This is an optimization exercise on Yosys and OpenROAD, whose aim is small area, not a production implementation. The RTL was checked by simulation tests, not by an equivalence proof against the original design. The clock port is modelled as an ideal driver; clocking choices that lean on that would not hold on a real chip.

// counter
module counter
#(parameter xLen = 64)
(input  clk,
 input  start,
 input  reset,
 input  [xLen-1 : 0] init_val,
 input  init,
 input  return_current_count,
 output [xLen-1 : 0] current_count,
 output [xLen-1 : 0] debug_out,
 output count_valid,
 output count_valid_fsm
 );
reg [xLen-1 : 0] cnt;
reg [xLen-1 : 0] held;
reg return_current_count_reg;
reg init_reg;
reg start_reg;
reg count_valid_fsm_reg;
reg cv_on;
reg [1:0] cv_ph;
reg [1:0] state, next_state;
localparam idle                = 2'b00;
localparam init_state          = 2'b01;
localparam count               = 2'b10;
localparam current_count_state = 2'b11;
wire [xLen-1:0] carry;
wire cin = (state == count);
wire gc0 = cin;
wire ga0 = &cnt[7:0];
wire gc1 = gc0 & ga0;
assign carry[0] = gc0;
assign carry[1] = carry[0] & cnt[0];
assign carry[2] = carry[1] & cnt[1];
assign carry[3] = carry[2] & cnt[2];
assign carry[4] = carry[3] & cnt[3];
assign carry[5] = carry[4] & cnt[4];
assign carry[6] = carry[5] & cnt[5];
assign carry[7] = carry[6] & cnt[6];
wire ga1 = &cnt[15:8];
wire gc2 = gc1 & ga1;
assign carry[8] = gc1;
assign carry[9] = carry[8] & cnt[8];
assign carry[10] = carry[9] & cnt[9];
assign carry[11] = carry[10] & cnt[10];
assign carry[12] = carry[11] & cnt[11];
assign carry[13] = carry[12] & cnt[12];
  ...
Size: about 450 cells after synthesis, roughly 140 flip-flops, about 0.0056 sq mm of cells after synthesis.
export LEC_CHECK = 0
export CAP_MARGIN = 20
export CORE_MARGIN = 2
export CORE_UTILIZATION = 30
export SLEW_MARGIN = 20
export SYNTH_HIERARCHICAL = 1
export SYNTH_MINIMUM_KEEP_SIZE = 0
create_clock -name core_clock -period 4.0 [get_ports {clk}]
standard.sh (not shown) runs the stock make flow with config.mk's settings and CLKGATE_MAP_FILE= SYNTH_SCRIPT=/design/flow/synth_recipe.tcl, a recipe that flattens the netlist after the stock synthesis.
==> flow/flow/run.sh <==
#!/bin/bash
# Standard ORFS layout with the smallest buffer on the ports and a small
# clock tree (clkbuf_4 only, no dummy loads).
export BUFFER_PORTS_ARGS="-buffer_cell sky130_fd_sc_hd__buf_1"
export CTS_ARGS="-sink_clustering_enable -repair_clock_nets -dont_use_dummy_load -buf_list sky130_fd_sc_hd__clkbuf_4 -sink_clustering_size 30 -sink_clustering_max_diameter 60"
bash standard.sh > standard.log 2>&1
==> next run, changes <==
--- a/flow/flow/run.sh
+++ b/flow/flow/run.sh
@@ -2,2 +2,3 @@
-# Standard ORFS layout with the smallest buffer on the ports and a small
-# clock tree (clkbuf_4 only, no dummy loads).
+# Standard ORFS layout with the smallest buffer on the ports, a small clock
+# tree (clkbuf_4, no dummy loads), and the slowest leaf clock buffers
+# upsized after CTS.
@@ -5,0 +7,2 @@
+export POST_CTS_TCL="$PWD/flow/post_cts.tcl"
+export CLK_SLEW_SWAP=0.074
==> flow/flow/post_cts.tcl (new file) <==
set_propagated_clock [all_clocks]
estimate_parasitics -placement
set swapped 0
foreach inst [get_cells clkbuf_*] {
  if {[get_property $inst ref_name] ne "sky130_fd_sc_hd__clkbuf_4"} { continue }
  set out [get_pins -of_objects $inst -filter "direction==output"]
  set worst 0.0
  foreach pin [get_pins -of_objects [get_nets -of_objects $out] -filter "direction==input"] {
    if {![sta::is_clock_pin $pin] && [string first "CLK" [get_full_name $pin]] < 0} { continue }
    foreach a {max min} { foreach e {rise fall} {
      set s [get_property $pin slew_${a}_$e]
      if {[string is double -strict $s] && $s > $worst} { set worst $s }
    } }
  }
  puts "post_cts: [get_full_name $inst] worst clock-pin slew $worst"
  if {$worst > $::env(CLK_SLEW_SWAP)} {
    replace_cell $inst sky130_fd_sc_hd__clkbuf_8
    incr swapped
  }
}
puts "post_cts: swapped $swapped leaf clock buffers"
if {$swapped} {
  detailed_placement
  check_placement -verbose
}
Settings changed: CORE_UTILIZATION 30 to 40.
The new run ended with an error in clock tree synthesis. Area after synthesis is unchanged. Synthesized cell count is unchanged.

[port drivers added, routing unchanged]
The results above use ideal ports. As a check the final layout listed here was re-extracted and re-timed, cells and wires unchanged. Step 1 (the two cells are an assumption about what drives the block):
set clk [get_ports {clk}]
set_driving_cell -lib_cell sky130_fd_sc_hd__clkbuf_16 $clk
set_driving_cell -lib_cell sky130_fd_sc_hd__buf_2 [delete_from_list [all_inputs] $clk]
Step 2 moves the port delays by t, midway between the first and last clock arrival at a register: inputs arrive t later, outputs are due t later. That takes back most of the time a late clock gives input paths. a / b / c = ideal ports / drivers / drivers and shift; a / b = the first two.
run: the first run
t (ns): 0.567
slack for setup (ns): 0.837 / 0.837 / 0.837
worst setup path at the end: register to register
worst register clock-pin slew, ns: 0.12 / 0.12
cell pins on the clock port's net: 1
After both steps the first run still meets setup and hold. The setup slack of the first run moves by 0.000 ns with the drivers and by 0.000 ns with both steps.
